Background: an optimization exercise with open tools, aiming at small area. Do not read the settings as production practice.
The RTL was checked by simulation tests, not by an equivalence proof against the original design.
No activity file was given, so power comes from the tool's default toggle rates.

==> flow/design.v <==
`timescale 1ns/1ns
module cb_crc32
(
    input                    [31:0] q                           ,
    input                     [7:0] d                           ,
    output                   [31:0] c
);
    assign c[0] = q[24] ^ q[30] ^ d[0] ^ d[6];
    assign c[1] = q[24] ^ q[25] ^ q[30] ^ q[31] ^ d[0] ^ d[1] ^ d[6] ^ d[7];
    assign c[2] = q[24] ^ q[25] ^ q[26] ^ q[30] ^ q[31] ^ d[0] ^ d[1] ^ d[2] ^ d[6] ^ d[7];
    assign c[3] = q[25] ^ q[26] ^ q[27] ^ q[31] ^ d[1] ^ d[2] ^ d[3] ^ d[7];
    assign c[4] = q[24] ^ q[26] ^ q[27] ^ q[28] ^ q[30] ^ d[0] ^ d[2] ^ d[3] ^ d[4] ^ d[6];
    assign c[5] = q[24] ^ q[25] ^ q[27] ^ q[28] ^ q[29] ^ q[30] ^ q[31] ^ d[0] ^ d[1] ^ d[3] ^ d[4] ^ d[5] ^ d[6] ^ d[7];
    assign c[6] = q[25] ^ q[26] ^ q[28] ^ q[29] ^ q[30] ^ q[31] ^ d[1] ^ d[2] ^ d[4] ^ d[5] ^ d[6] ^ d[7];
    assign c[7] = q[24] ^ q[26] ^ q[27] ^ q[29] ^ q[31] ^ d[0] ^ d[2] ^ d[3] ^ d[5] ^ d[7];
    assign c[8] = q[0] ^ q[24] ^ q[25] ^ q[27] ^ q[28] ^ d[0] ^ d[1] ^ d[3] ^ d[4];
    assign c[9] = q[1] ^ q[25] ^ q[26] ^ q[28] ^ q[29] ^ d[1] ^ d[2] ^ d[4] ^ d[5];
    assign c[10] = q[2] ^ q[24] ^ q[26] ^ q[27] ^ q[29] ^ d[0] ^ d[2] ^ d[3] ^ d[5];
    assign c[11] = q[3] ^ q[24] ^ q[25] ^ q[27] ^ q[28] ^ d[0] ^ d[1] ^ d[3] ^ d[4];
    assign c[12] = q[4] ^ q[24] ^ q[25] ^ q[26] ^ q[28] ^ q[29] ^ q[30] ^ d[0] ^ d[1] ^ d[2] ^ d[4] ^ d[5] ^ d[6];
    assign c[13] = q[5] ^ q[25] ^ q[26] ^ q[27] ^ q[29] ^ q[30] ^ q[31] ^ d[1] ^ d[2] ^ d[3] ^ d[5] ^ d[6] ^ d[7];
    assign c[14] = q[6] ^ q[26] ^ q[27] ^ q[28] ^ q[30] ^ q[31] ^ d[2] ^ d[3] ^ d[4] ^ d[6] ^ d[7];
    assign c[15] = q[7] ^ q[27] ^ q[28] ^ q[29] ^ q[31] ^ d[3] ^ d[4] ^ d[5] ^ d[7];
    assign c[16] = q[8] ^ q[24] ^ q[28] ^ q[29] ^ d[0] ^ d[4] ^ d[5];
    assign c[17] = q[9] ^ q[25] ^ q[29] ^ q[30] ^ d[1] ^ d[5] ^ d[6];
    assign c[18] = q[10] ^ q[26] ^ q[30] ^ q[31] ^ d[2] ^ d[6] ^ d[7];
    assign c[19] = q[11] ^ q[27] ^ q[31] ^ d[3] ^ d[7];
    assign c[20] = q[12] ^ q[28] ^ d[4];
    assign c[21] = q[13] ^ q[29] ^ d[5];
    assign c[22] = q[14] ^ q[24] ^ d[0];
    assign c[23] = q[15] ^ q[24] ^ q[25] ^ q[30] ^ d[0] ^ d[1] ^ d[6];
    assign c[24] = q[16] ^ q[25] ^ q[26] ^ q[31] ^ d[1] ^ d[2] ^ d[7];
    assign c[25] = q[17] ^ q[26] ^ q[27] ^ d[2] ^ d[3];
    assign c[26] = q[18] ^ q[24] ^ q[27] ^ q[28] ^ q[30] ^ d[0] ^ d[3] ^ d[4] ^ d[6];
    assign c[27] = q[19] ^ q[25] ^ q[28] ^ q[29] ^ q[31] ^ d[1] ^ d[4] ^ d[5] ^ d[7];
    assign c[28] = q[20] ^ q[26] ^ q[29] ^ q[30] ^ d[2] ^ d[5] ^ d[6];
    assign c[29] = q[21] ^ q[27] ^ q[30] ^ q[31] ^ d[3] ^ d[6] ^ d[7];
    assign c[30] = q[22] ^ q[28] ^ q[31] ^ d[4] ^ d[7];
    assign c[31] = q[23] ^ q[29] ^ d[5];
endmodule
`timescale 1ns/1ns
module pc_rx_deframe #
(
    parameter                       U_DLY = 1
)
(
    input                           clk_sys                     ,
    input                           rst_n                       ,
    input                     [7:0] pc_rx_data                  ,
    input                           pc_rx_data_valid            ,
    output reg                      fdram_wr_en                 ,
    output reg               [11:0] fdram_wr_addr               ,
    output reg                [7:0] fdram_wr_data               ,
    output                    [3:0] fififo_wr_en                ,
    output                   [71:0] fififo_wr_data              ,
    output                   [19:0] resp_info                   ,
    output reg                      resp_info_valid
);
wire                                v = pc_rx_data_valid        ;
wire                          [7:0] d = pc_rx_data              ;
reg                                 v1                          ;
reg                                 v2                          ;
reg                          [23:8] sr_hi                       ;
reg                           [7:0] sr_lo                       ;
wire                         [23:0] sr = {sr_hi, sr_lo}         ;
wire                         [31:0] w = {sr, d}                 ;
reg                                 busy                        ;
reg                           [3:0] s                           ;
reg                          [31:0] r                           ;
reg                          [31:0] len                         ;
reg                                 type1                       ;
reg                                 type2                       ;
reg                          [15:0] func                        ;
reg                                 p11                         ;
reg                          [11:0] start                       ;
reg                                 latch                       ;
reg                          [31:0] crcd                        ;
reg                                 clear                       ;
reg                                 pc                          ;
reg                          [31:0] lfsr                        ;
wire                         [31:0] lfsr_c                      ;
reg                           [1:0] ffen                        ;
reg                                 m                           ;
wire                                rz4  = ~|r[31:4]            ;
wire                                r7   = rz4 & (r[3:0] == 4'd7);
wire                                r10  = rz4 & (r[3:0] == 4'd10);
wire                                rle6 = rz4 & ~r[3] & ~&r[2:0];
wire                                rgt10 = ~(rz4 & (r[3:0] <= 4'd10));
wire                                lz4  = ~|len[31:4]          ;
wire                                lz3  = lz4 & ~len[3]        ;
wire                                llt4 = lz3 & ~len[2]        ;
wire                                llt6 = lz3 & ~(len[2] & len[1]);
wire                                leq4 = lz3 & (len[2:0] == 3'd4);
wire                                reg1 = (s <= 4'd5)          ;
wire                                e1 = reg1 ? (lz4 & (len[3:0] == s + 4'd1)) : r7;
wire                                e4 = reg1 ? (lz4 & (len[3:0] == s + 4'd4)) : r10;
wire                                ge = rle6 | llt6            ;
wire                                lt4 = llt4 | (~leq4 & rgt10);
wire                                sync = v & (w == 32'hef9119fe);
wire                                chk = busy & v & e1         ;
wire                                match = (crcd == w)         ;
always @ (posedge clk_sys or negedge rst_n)
begin
    if(rst_n == 1'b0)
        begin
            v1 <= 1'b0;
            v2 <= 1'b0;
            fdram_wr_data <= 8'd0;
            sr_lo <= 8'd0;
        end
    else
        begin
            v1 <= v;
            v2 <= v1;
            fdram_wr_data <= d;
            if(v == 1'b1)
                sr_lo <= d;
        end
end
always @ (posedge clk_sys)
begin
    if(v == 1'b1)
        sr_hi <= sr[15:0];
end
always @ (posedge clk_sys or negedge rst_n)
begin
    if(rst_n == 1'b0)
        begin
            busy <= 1'b0;
            s <= 4'd0;
        end
    else
        begin
            if(sync == 1'b1)
                busy <= 1'b1;
            else if((s >= 4'd9) && (ge == 1'b1))
                busy <= 1'b0;
            if(busy == 1'b0)
                s <= 4'd0;
            else if((v == 1'b1) && (s != 4'd15))
                s <= s + 4'd1;
        end
end
always @ (posedge clk_sys)
begin
    if((v == 1'b1) && (s == 4'd5))
        r <= w;
    else if((busy == 1'b1) && (v == 1'b1))
        r <= r - 32'd1;
end
always @ (posedge clk_sys)
begin
    if((v == 1'b1) && (s == 4'd1))
        begin
            type1 <= (w[15:0] == 16'h0001);
            type2 <= (w[15:0] == 16'h0002) | (w[15:0] == 16'h0003);
        end
end
always @ (posedge clk_sys or negedge rst_n)
begin
    if(rst_n == 1'b0)
        begin
            len <= 32'd0;
            p11 <= 1'b0;
            func <= 16'd0;
            start <= 12'd0;
        end
    else
        begin
            if((v1 == 1'b1) && (s == 4'd6))
                len <= r;
            p11 <= v & (s == 4'd11);
            if(p11 == 1'b1)
                func <= sr[15:0];
            if((v1 == 1'b1) && (s == 4'd11))
                start <= fdram_wr_addr;
        end
end
cb_crc32 u_cb_crc32
(
    .q                              (lfsr | {32{pc}}            ),
    .d                              (v1 ? sr[15:8] : sr[7:0]    ),
    .c                              (lfsr_c                     )
);
always @ (posedge clk_sys)
begin
    if(v2 == 1'b1)
        lfsr <= lfsr_c;
end
always @ (posedge clk_sys or negedge rst_n)
begin
    if(rst_n == 1'b0)
        begin
            clear <= 1'b0;
            pc <= 1'b1;
            latch <= 1'b0;
            crcd <= 32'd0;
        end
    else
        begin
            clear <= ~busy & v & (d == 8'hef);
            if(clear == 1'b1)
                pc <= 1'b1;
            else if(v2 == 1'b1)
                pc <= 1'b0;
            latch <= v2 & e4;
            if(latch == 1'b1)
                crcd <= lfsr;
        end
end
always @ (posedge clk_sys or negedge rst_n)
begin
    if(rst_n == 1'b0)
        begin
            fdram_wr_en <= 1'b0;
            fdram_wr_addr <= 12'd0;
            ffen <= 2'd0;
            resp_info_valid <= 1'b0;
            m <= 1'b0;
        end
    else
        begin
            fdram_wr_en <= v & (s >= 4'd10) & lt4;
            if(fdram_wr_en == 1'b1)
                fdram_wr_addr <= fdram_wr_addr + 12'd1;
            ffen <= {chk & match & type2, chk & match & type1};
            resp_info_valid <= chk & (type1 | type2);
            m <= match;
        end
end
assign fififo_wr_en = {1'b0, ffen, 1'b0};
assign fififo_wr_data = {func, 4'd0, start, m, 7'd0, len};
assign resp_info = {3'd0, m, func};
endmodule
==> flow/run.sh <==
#!/bin/bash
# synth_recipe.tcl (not shown) runs the flow's synth.tcl, then flattens the netlist and writes it again
# the make line also repeats each setting of config.mk as NAME=value (left out here)
make -C /OpenROAD-flow-scripts/flow DESIGN_CONFIG=/design/flow/config.mk WORK_HOME=/design/flow/orfs CLKGATE_MAP_FILE= SYNTH_SCRIPT=/design/flow/synth_recipe.tcl finish
==> flow/config.mk <==
export PLATFORM = sky130hd
export DESIGN_NAME = pc_rx_deframe
export DESIGN_NICKNAME = pc_rx_deframe
export VERILOG_FILES = /design/flow/design.v
export SDC_FILE = /design/flow/constraint.sdc
export NUM_CORES = 4
export LEC_CHECK = 0
export CAP_MARGIN = 20
export CORE_MARGIN = 2
export CORE_UTILIZATION = 40
export PLACE_DENSITY = 0.6
export SLEW_MARGIN = 20
==> flow/constraint.sdc <==
create_clock -name core_clock -period 6.0 [get_ports {clk_sys}]
set_input_delay 1.2000 -clock core_clock [delete_from_list [all_inputs] [get_ports {clk_sys}]]
set_output_delay 1.2000 -clock core_clock [all_outputs]
set_load 0.01 [all_outputs]
==> metrics.md, run 1 <==
| Metric | Value |
|---|---|
| Crit-path max FO | `35` |
| Sequential cell area | `5868 um2` |
| Number of buffers created by CTS | `25` |
| Setup TNS | `0 ns` |
| ANT cells | `0` |
| Reg2reg setup slack | `2.88 ns` |
| Design area | `13080 um2` |
| Wirelength per Cell | `20.19 um` |
| RD Place Congestion | `0.8098` |
| Reg2reg end | `lfsr[5]$_DFFE_PP_` |
| Hold_buf cts | `0` |
| Hold path depth | `1` |
| Area growth from synthesis to final layout | `18.19%` |
| CTS Sinks | `218` |
| Clk_skew | `0.02292 ns` |
| Synthesized instance count | `909` |
| Critical Path Source | `pc_rx_data_valid` |
| Root buffer cell | `clkbuf_16` |
| Cell variety after synth | `53` |
| HPWL after DPL | `19020 um` |
| Initial core utilization | `40.96%` |
| CTS clock-pin slew for the worst setup and hold paths | `0.06 ns` |
| I/O Pins | `129` |
| GR Overflow Total | `0` |
| Tmin final | `3.522 ns` |
| Power Density | `561.3 nW/um2` |
| Synthesized area per cell | `12.18 um2` |
| # Post-CTS Setup Buffers | `0` |
| RSZ-0062 raised after global routing | `no` |
| Number of flops mapped to enable cells by yosys | `82` |
| Initial antenna violation count | `0` |
| Required time worst endpoint | `6.20 ns` |
| CTS H-tree depth | `1` |
| Chip width | `170.4 um` |
| Layout cells sized above 1 | `15.09%` |
| Final setup vio count | `0` |
| Remaining DRCs | `0` |
| Initial DRC count | `484` |
| DR pass1 iterations | `4` |
| First-pass GRT wire length | `42020 um` |
| Largest net degree at the start of global routing | `57` |
| Number of max-cap violations | `0` |
| Main synth FF type | `dfrtp_1` |
| Pins over their slew limit | `0` |
| Routed Wire Length | `27360 um` |
| Outcome | `no timing/DRC/antenna violations` |
| Dpl cell area | `12310 um2` |
| Critical path class | `primary input to register` |
| Worst EP arrival | `3.72 ns` |
| Antenna viol nets, final | `0` |
| FMAX | `283.9 MHz` |
| Via count | `7042` |
| Critical R2R Launch | `v1$_DFF_PN0_` |
| Max clock buf depth | `3` |
| Flops & latches, synth | `218` |
| Worst Hold Class | `register to register` |
| Global-route usage over all layers | `18.80%` |
| Tcrit/Tclk final | `58.70%` |
| CTS tree | `built` |
| P_leak | `5.116 nW` |
| Hold Crit Start | `clear$_DFF_PN0_` |
| DIE AREA | `29020 um2` |
| Cells on worst reg2reg path | `5` |
| Vias per std cell | `5.197` |
| Core Box Area | `27030 um2` |
| Rows | `60` |
| Die height | `170.4 um` |
| Number of global-route vias before repair | `6972` |
| Post-Syn Area | `11070 um2` |
| Port-buffer cells | `112` |
| Worst Tran Pin Value | `1.089 ns` |
| Crit start category | `primary input` |
| Hold Fails Final Rpt | `0` |
| Register area share after synthesis | `53.00%` |
| Peak supply drop | `406.2 uV` |
| Asr flop ratio synth | `62.39%` |
| Nets | `1018` |
| Multi-input gate area | `4777 um2` |
| Filler cells | `2412` |
| Element type at the critical path end | `register` |
| Ys Warns | `1` |
| Skew-Pair Late Insertion Delay | `0.53 ns` |
| Slew HR | `25.31%` |
| WHS Endpoint | `pc$_DFFE_PN1P_` |
| Gates resized, CTS repair | `0` |
==> cell type report <==
class,instances,share of cell area [%]
Clock inverter,5,0.2487
Inverter,12,0.3443
Clock buffer,41,5.624
Tap cell,341,3.261
Multi-Input combinational cell,616,36.52
Timing Repair Buffer,122,9.153
Sequential cell,218,44.85
==> flip-flops by register name (all words and copies together), names as in the netlist, 12 cells and up <==
name,flops
crcd,32
len,32
lfsr,32
r,32
func,16
sr_hi,16
fdram_wr_addr,12
start,12
==> synth_stat cells, drive strengths merged, types with 2 or more instances <==
cell,n,area share (%)
mux2i,10,0.90
nand3,19,0.86
clkbuf,33,1.1
a21oi,11,0.50
or4bb,2,0.20
or4,11,0.81
ha,12,1.4
xnor2,160,13
a211oi,2,0.14
nor3,7,0.36
nor2b,2,0.11
a21o,3,0.20
nand2,42,1.4
and3,5,0.28
nand4,20,1.1
nor2,59,2.0
inv,12,0.41
xor2,48,3.8
xnor3,3,0.61
and2,4,0.23
mux2,101,10
o21ai,31,1.4
nand3b,3,0.20
a21boi,2,0.14
nand2b,3,0.17
buf,45,2.8
nor4,18,1.1
dfrtp,135,31
nand4b,4,0.32
or3,2,0.11
a31oi,3,0.17
edfxtp,82,22
==> worst max-delay path: stages <==
cell and delay (ns):
clkdlybuf4s50_1 0.45, buf_4 0.36, nand3_1 0.57, nand2_1 0.76, buf_4 0.37
==> logic make-up (layout without fill, tap and decap cells) <==
group	Yosys count	count (layout)	share of synthesized area, %
other	1	16	0.03388
buffers and inverters	90	180	4.352
XOR/XNOR	212	212	17.28
AND/OR/NAND/NOR	207	207	9.800
AO/OA/AOI/OAI	58	58	2.995
flip-flops	218	218	53.00
adder cells (fa/ha/maj)	12	12	1.356
multiplexers	111	111	11.18
==> metrics by stage <==
stage	hold slack [ns]	setup WS, ns	cells	power (mW)	utilization, %
final	0.4451	2.478	1355	7.344	48.41
after global routing	0.4614	2.270	1355	7.806	48.41
after CTS	0.4415	2.518	1355	7.411	48.41
after detailed placement	0.4167	1.981	1309	5.944	45.56
after global placement	0.4170	2.011	1309	5.884	45.56
after floorplan	0.3487	2.962	924	4.954	-
==> power by group <==
group / internal, mW / switching (mW) / total (mW)
sequential: 2.24 / 0.596 / 2.83
clock: 0.835 / 0.599 / 1.43
combinational: 1.72 / 1.35 / 3.08
total: 4.79 / 2.55 / 7.34
==> how the worst max path moves through the flow <==
stage | end | slack (ns) | cells after the start
after CTS | r[28]$_DFFE_PP_ | 2.52 | 5
after detailed placement | r[2]$_DFFE_PP_ | 1.98 | 5
after global routing | r[28]$_DFFE_PP_ | 2.27 | 5
final | r[27]$_DFFE_PP_ | 2.48 | 5
after floorplan | r[0]$_DFFE_PP_ | 2.96 | 4
after global placement | r[11]$_DFFE_PP_ | 2.01 | 5
==> metal layers <==
| layer | track usage [%] | part of all wire [%] | vias to the layer above |
|---|---|---|---|
| met1 | 26.36 | 46 | 3537 |
| met2 | 30.84 | 48 | 175 |
| met5 | 0 | 0 | - |
| met4 | 5.240 | 2.5 | 0 |
| li1 | - | - | 3278 |
| met3 | 2.256 | 4.3 | 52 |
==> cells in the final DEF (no fill, tap or decap), types with 4 or more instances in the layout <==
cell,synthesis,layout
xnor2_1,160,160
dfrtp_1,135,134
clkdlybuf4s50_1,0,111
mux2_2,101,101
edfxtp_1,82,82
nor2_1,59,59
xor2_1,48,48
nand2_1,42,42
o21ai_0,31,31
clkbuf_16,0,25
nand4_1,20,20
nand3_1,19,19
nor4_1,17,17
conb_1,1,16
inv_1,12,12
ha_1,12,12
a21oi_1,11,11
clkbuf_1,33,11
mux2i_1,10,10
buf_4,36,10
or4_1,9,9
nor3_1,6,6
and3_1,5,5
clkbuf_8,0,5
nand4b_1,4,4
and2_1,4,4
==> run 2: changes to the inputs <==
--- a/flow/config.mk
+++ b/flow/config.mk
@@ -8,5 +8,8 @@
 export CAP_MARGIN = 20
 export CORE_MARGIN = 2
 export CORE_UTILIZATION = 40
+export CTS_BUF_LIST = sky130_fd_sc_hd__clkbuf_8
+export CTS_CLUSTER_DIAMETER = 60
+export CTS_CLUSTER_SIZE = 18
 export PLACE_DENSITY = 0.6
 export SLEW_MARGIN = 20
==> run 2 against run 1 <==
Die area stayed put. Sequential cell count unchanged. Synthesized area unchanged. Critical path depth is the same. Global-route usage barely moved. Wire length decreased by 0.64%. Count of clock-buffer cells in the layout is 15 lower. Via count increased by 0.24%. Final area shrank 1.4%. Clock skew is 0.021 ns higher. Non-clock buffer count stayed put. Worst hold slack better by 0.010 ns. Critical path type unchanged. Largest cell class unchanged.
==> metrics.md, run 2 <==
| Metric | Value |
|---|---|
| Largest net degree at the start of global routing | `57` |
| RD Place Congestion | `0.8098` |
| First-pass GRT wire length | `41930 um` |
| Gates resized, CTS repair | `0` |
| Inst Count DP | `1309` |
| Die height | `170.4 um` |
| Synthesized instance count | `909` |
| Core Box Area | `27030 um2` |
| GR Overflow Total | `0` |
| Required time worst endpoint | `6.25 ns` |
| ANT cells | `0` |
| Worst Hold Class | `register to register` |
| CTS clock-pin slew for the worst setup and hold paths | `0.10 ns` |
| Rows | `60` |
| Global-route usage over all layers | `18.76%` |
| Area growth from synthesis to final layout | `16.51%` |
| Cell mode on critical path | `buf_4` |
| Hold_buf cts | `0` |
| Post-synth top area share | `30.52%` |
| Max clock buf depth | `3` |
| CTS Sinks | `218` |
| Ys Warns | `1` |
| HPWL after DPL | `19020 um` |
| Met3 Usage GRT | `2.512%` |
| Outcome | `no timing/DRC/antenna violations` |
| Crit path cell chain | `clkdlybuf4s50_1, buf_4, nand3_1, nand2_1, buf_4` |
| Asr flop ratio synth | `62.39%` |
| Critical path's slowest cell | `nand2_1` |
| Port-buffer cells | `112` |
| CTS H-tree depth | `1` |
| Chip width | `170.4 um` |
| Initial antenna violation count | `0` |
| Skew-Pair Late Insertion Delay | `0.57 ns` |
| Slew HR | `24.86%` |
| Tcrit/Tclk final | `57.66%` |
| Peak supply drop | `432.7 uV` |
| Number of global-route vias before repair | `6963` |
| DIE AREA | `29020 um2` |
| Layout cells sized above 1 | `16.17%` |
| Register area share after synthesis | `53.00%` |
| Power Density | `548.8 nW/um2` |
| Final setup vio count | `0` |
| Met1 usage | `26.21%` |
| Crit-path max FO | `35` |
| Number of buffers created by CTS | `25` |
| Element type at the critical path end | `register` |
| Multi-input gate area | `4777 um2` |
| Crit start category | `primary input` |
| RSZ-0062 raised after global routing | `no` |
| FMAX | `289.0 MHz` |
| Worst EP arrival | `3.70 ns` |
| Remaining DRCs | `0` |
| Antenna viol nets, final | `0` |
| CTS tree | `built` |
| Setup TNS | `0 ns` |
| Nets | `1018` |
| Slowest stage delay, CP | `0.74 ns` |
| Via count | `7059` |
| Clk_skew | `0.04345 ns` |
| Worst path top cell family by delay | `simple AND/OR/NAND/NOR gates` |
| DR pass1 iterations | `5` |
| Root buffer cell | `clkbuf_8` |
| Met2 GRT Util | `30.68%` |
| Tmin final | `3.460 ns` |
| Initial DRC count | `482` |
| Wirelength per Cell | `20.06 um` |
| Vias per std cell | `5.210` |
| Most common cell after layout, fill and taps aside | `xnor2_1` |
| P_leak | `5.028 nW` |
| Synthesized area per cell | `12.18 um2` |
| Most frequent cells in the layout | `xnor2_1, dfrtp_1, clkdlybuf4s50_1` |
| Hold Fails Final Rpt | `0` |
| Largest cells by area after synthesis | `dfrtp_1, edfxtp_1, xnor2_1, mux2_2, xor2_1` |
| Main synth FF type | `dfrtp_1` |
| Yosys top cell by area | `dfrtp_1` |
| Top cells by count, synth | `xnor2_1, dfrtp_1, mux2_2` |
| Pins over their slew limit | `0` |
| Count leader, synth | `xnor2_1` |
| Crit path buffers/inverters | `3` |
| Worst Tran Pin Value | `1.096 ns` |
| Flops & latches, synth | `218` |
| Most used routing layer in global routing | `met2` |
| Cell variety after synth | `53` |
| Sequential cell area | `5868 um2` |
| Routed Wire Length | `27190 um` |
| Fin cells | `1355` |
| Critical path class | `primary input to register` |
| Filler cells | `2432` |
| Number of max-cap violations | `0` |
| Initial core utilization | `40.96%` |
| # Post-CTS Setup Buffers | `0` |
| Number of flops mapped to enable cells by yosys | `82` |
| I/O Pins | `129` |
| Post-Syn Area | `11070 um2` |
-- run 2: cell counts after synthesis --
No cell type changed its count.
-- run 2: stage by stage --
step	total power [mW]	util [%]	area, um2	worst slack [ns]	hold slack [ns]
finish	7.078	47.72	12900	2.540	0.4553
floorplan	4.954	-	11130	2.962	0.3487
detailed placement	5.944	45.56	12310	1.981	0.4167
global placement	5.884	45.56	12310	2.011	0.4170
global route	7.541	47.72	12900	2.325	0.4728
CTS	7.145	47.72	12900	2.568	0.4514
-- run 2: cells by family after synthesis --
family / synth area share, %
DFF: 53.00
other: 0.03388
buffers and inverters: 4.352
muxes: 11.18
AOI/OAI and AO/OA: 2.995
adders and majority gates: 1.356
and+or+nand+nor: 9.800
xor gates and xnor gates: 17.28
-- run 2: cell type report --
cell class | count | share of cell area (%)
clock inverters | 20 | 1.746
well taps | 341 | 3.308
clock buffers | 26 | 2.775
flip-flops and latches | 218 | 45.50
repair buffers | 122 | 9.284
multi-input cells | 616 | 37.04
inverters | 12 | 0.3492
-- run 2: report_power, final --
part           internal, mW  switching, mW
clock network         0.509          0.670
registers              2.23          0.597
logic                  1.72           1.35
total                  4.46           2.62
-- run 2: worst reg2reg max path, delay by kind of cell (launching register included) --
kind / cells / cell delay (ns)
XOR/XNOR: 4 / 1.21
multiplexers: 1 / 0.72
flip-flops: 1 / 0.84
-- run 2: worst paths after layout --
kind                                  start                  end  slack [ns]  depth (start not counted)
max                        pc_rx_data_valid       r[4]$_DFFE_PP_        2.54                          5
min                         clear$_DFF_PN0_       pc$_DFFE_PN1P_        0.46                          1
max reg2reg                    v1$_DFF_PN0_    lfsr[5]$_DFFE_PP_        2.94                          5
min reg2reg                 clear$_DFF_PN0_       pc$_DFFE_PN1P_        0.46                          1
max in group asynchronous             rst_n  crcd[9]$_DFFE_PN0P_        4.32                          2
min in group asynchronous             rst_n  len[19]$_DFFE_PN0P_        0.60                          1
-- run 2: layer usage --
metal | vias to the layer above | part of all wire, %
met5 | - | 0
met4 | 0 | 2.0
met3 | 44 | 5.3
met2 | 218 | 48
met1 | 3520 | 45
li1 | 3277 | -
==> run 3: changes to the inputs <==
--- a/flow/config.mk
+++ b/flow/config.mk
@@ -8,8 +8,8 @@
 export CAP_MARGIN = 20
 export CORE_MARGIN = 2
 export CORE_UTILIZATION = 40
-export CTS_BUF_LIST = sky130_fd_sc_hd__clkbuf_8
-export CTS_CLUSTER_DIAMETER = 60
-export CTS_CLUSTER_SIZE = 18
+export CTS_BUF_LIST = sky130_fd_sc_hd__clkbuf_4
+export CTS_CLUSTER_DIAMETER = 50
+export CTS_CLUSTER_SIZE = 10
 export PLACE_DENSITY = 0.6
 export SLEW_MARGIN = 20
==> run 3 against run 2 <==
Utilization decreased by 0.77 points. Register-to-register slack got worse by 0.11 ns. Maximum frequency rose by 5.4%. Sequential power is essentially flat. Largest cell class unchanged. Sequential share of layout area rose by 0.74 points.
==> metrics.md, run 3 <==
| Metric | Value |
|---|---|
| Outcome | `no timing/DRC/antenna violations` |
| Crit path cell chain | `clkdlybuf4s50_1, buf_4, nand3_1, nand2_1, buf_4` |
| Fin Hold WS | `0.4210 ns` |
| Worst Tran Pin Value | `1.103 ns` |
| P_leak | `4.962 nW` |
| Fin cells | `1360` |
| Main synth FF type | `dfrtp_1` |
| Worst Hold Class | `primary input to async pin` |
| Port-buffer cells | `112` |
| Hold Fails Final Rpt | `0` |
| Critical R2R Launch | `v1$_DFF_PN0_` |
| Most frequent cells in the layout | `xnor2_1, dfrtp_1, clkdlybuf4s50_1` |
| Crit-path max FO | `35` |
| Initial DRC count | `434` |
| Number of max-cap violations | `0` |
| Largest cells by area after synthesis | `dfrtp_1, edfxtp_1, xnor2_1, mux2_2, xor2_1` |
| Peak supply drop | `409.3 uV` |
| Flops & latches, synth | `218` |
| Vias per std cell | `5.199` |
| Cell variety after synth | `53` |
| I/O Pins | `129` |
| Tmin final | `3.282 ns` |
| CTS H-tree depth | `1` |
| Reg2reg setup slack | `2.83 ns` |
| CTS tree | `built` |
| Number of global-route vias before repair | `7003` |
| Cell mode on critical path | `buf_4` |
| First-pass GRT wire length | `41740 um` |
| Multi-input gate area | `4777 um2` |
| Wirelength per Cell | `19.94 um` |
| FMAX | `304.7 MHz` |
| Asr flop ratio synth | `62.39%` |
| Crit start category | `primary input` |
| Post-synth top area share | `30.52%` |
| Yosys top cell by area | `dfrtp_1` |
| Tcrit/Tclk final | `54.71%` |
| Critical Path End | `r[20]$_DFFE_PP_` |
| Critical path's slowest cell | `nand2_1` |
| Required time worst endpoint | `6.43 ns` |
| Core Box Area | `27030 um2` |
| DIE AREA | `29020 um2` |
| Rows | `60` |
| Hold_buf cts | `0` |
| Ys Warns | `1` |
| Slew HR | `24.35%` |
| Sequential cell area | `5868 um2` |
| Worst EP arrival | `3.71 ns` |
| Inst Count DP | `1309` |
| Most common cell after layout, fill and taps aside | `xnor2_1` |
| Largest net degree at the start of global routing | `57` |
| Layout cells sized above 1 | `16.50%` |
| Post-Syn Area | `11070 um2` |
| Clk_skew | `0.1059 ns` |
| Chip width | `170.4 um` |
| Skew-Pair Late Insertion Delay | `0.74 ns` |
| CTS Sinks | `218` |
| Cells on worst reg2reg path | `5` |
| Critical Path Source | `pc_rx_data_valid` |
| RSZ-0062 raised after global routing | `no` |
| Antenna viol nets, final | `0` |
| Nets | `1022` |
| HPWL after DPL | `19020 um` |
| Top cells by count, synth | `xnor2_1, dfrtp_1, mux2_2` |
| # Post-CTS Setup Buffers | `0` |
| Area growth from synthesis to final layout | `14.64%` |
| Initial antenna violation count | `1` |
| Max clock buf depth | `3` |
| Filler cells | `2460` |
| Die height | `170.4 um` |
| DR pass1 iterations | `5` |
| Routed Wire Length | `27120 um` |
| Synthesized instance count | `909` |
| CTS clock-pin slew for the worst setup and hold paths | `0.12 ns` |
| Element type at the critical path end | `register` |
| Global-route usage over all layers | `18.66%` |
| Gates resized, CTS repair | `0` |
| Power Density | `533.2 nW/um2` |
| Synthesized area per cell | `12.18 um2` |
| Root buffer cell | `clkbuf_4` |
| Reg2reg end | `lfsr[5]$_DFFE_PP_` |
| Pins over their slew limit | `0` |
| Final Util | `46.95%` |
| Slowest stage delay, CP | `0.75 ns` |
| Critical path class | `primary input to register` |
| Register area share after synthesis | `53.00%` |
| Number of flops mapped to enable cells by yosys | `82` |
| Initial core utilization | `40.96%` |
| RD Place Congestion | `0.8098` |
| Number of buffers created by CTS | `29` |
| Setup TNS | `0 ns` |
| Remaining DRCs | `0` |
| GR Overflow Total | `0` |
| Via count | `7070` |
| Count leader, synth | `xnor2_1` |
| Final setup vio count | `0` |
==> run 3: area by class of cell <==
| cell class | instances | share of cell area [%] |
|---|---|---|
| timing repair buffer | 122 | 9.436 |
| sequential | 218 | 46.24 |
| clock buffer | 41 | 2.426 |
| antenna | 1 | 0.01972 |
| multi-input combinational | 616 | 37.65 |
| clock inverter | 9 | 0.5127 |
| inverter | 12 | 0.3550 |
| tap | 341 | 3.362 |
==> run 3: worst min path at each step <==
stage	to	slack, ns	cells after the start
floorplan	v2$_DFF_PN0_	0.35	0
CTS	len[15]$_DFFE_PN0P_	0.41	1
finish	len[7]$_DFFE_PN0P_	0.42	1
detailed placement	pc$_DFFE_PN1P_	0.42	1
global route	len[13]$_DFFE_PN0P_	0.41	1
global placement	pc$_DFFE_PN1P_	0.42	1
==> run 3: worst max-delay path, delay by kind of cell <==
family / cells / cell delay (ns)
buffers and inverters: 3 / 1.16
and+or+nand+nor: 2 / 1.31
==> run 3: per-layer routing <==
metal | up-vias | wire length (um) | track usage [%]
met5 | - | 0 | 0
met4 | 0 | 663 | 5.277
met3 | 53 | 1283 | 2.814
met2 | 178 | 12880 | 30.61
met1 | 3553 | 12290 | 25.78
li1 | 3286 | - | -
==> run 3: metrics by stage <==
stage | power, mW | instance area [um2] | setup WS (ns)
after floorplan | 4.954 | 11130 | 2.962
after global placement | 5.884 | 12310 | 2.011
after detailed placement | 5.944 | 12310 | 1.981
after CTS | 6.828 | 12690 | 2.770
after global routing | 7.230 | 12690 | 2.539
final | 6.766 | 12690 | 2.718
==> run 3: where the power goes <==
part,total (mW),internal [mW],switching [mW]
clock network,0.863,0.328,0.535
registers,2.83,2.23,0.598
logic,3.08,1.72,1.35
==> run 3: logic make-up (layout without fill, tap and decap cells) <==
logic type	Yosys count	after routing	synth area share (%)
AO/OA/AOI/OAI	58	58	2.995
XOR/XNOR	212	212	17.28
adder cells (fa/ha/maj)	12	12	1.356
buffers and inverters	90	184	4.352
flip-flops	218	218	53.00
multiplexers	111	111	11.18
other	1	17	0.03388
AND/OR/NAND/NOR	207	207	9.800

afterwards: timing with drivers on the ports:
In the flow no input, the clock included, has a driving cell. The finished layouts below were timed again as built, in two steps.
Step 1, drivers: a clkbuf_16 drives clk_sys and a buf_2 each remaining input, both assumed.
Step 2 times the ports against the registers' clock, not the clock port: input delays grow and output delays shrink by t, the midpoint of the rising clock arrivals with the driver on.
Three values: no drivers, after step 1, after step 2; two values: the first two.
run | t (ns) | slack for setup (ns) | hold slack, ns | clock arrival spread, ns
run 1 | 0.564 | 2.478 / 2.493 / 1.929 | 0.445 / 0.445 / 0.445 | 0.024 / 0.024
run 2 | 0.599 | 2.540 / 2.554 / 1.955 | 0.455 / 0.455 / 0.455 | 0.050 / 0.050
run 3 | 0.725 | 2.718 / 2.726 / 2.001 | 0.421 / 0.420 / 0.455 | 0.108 / 0.108
After both steps every run listed still meets setup and hold. The setup slack of run 3, which loses most, moves by +0.008 ns with the drivers and by -0.717 ns with both steps.
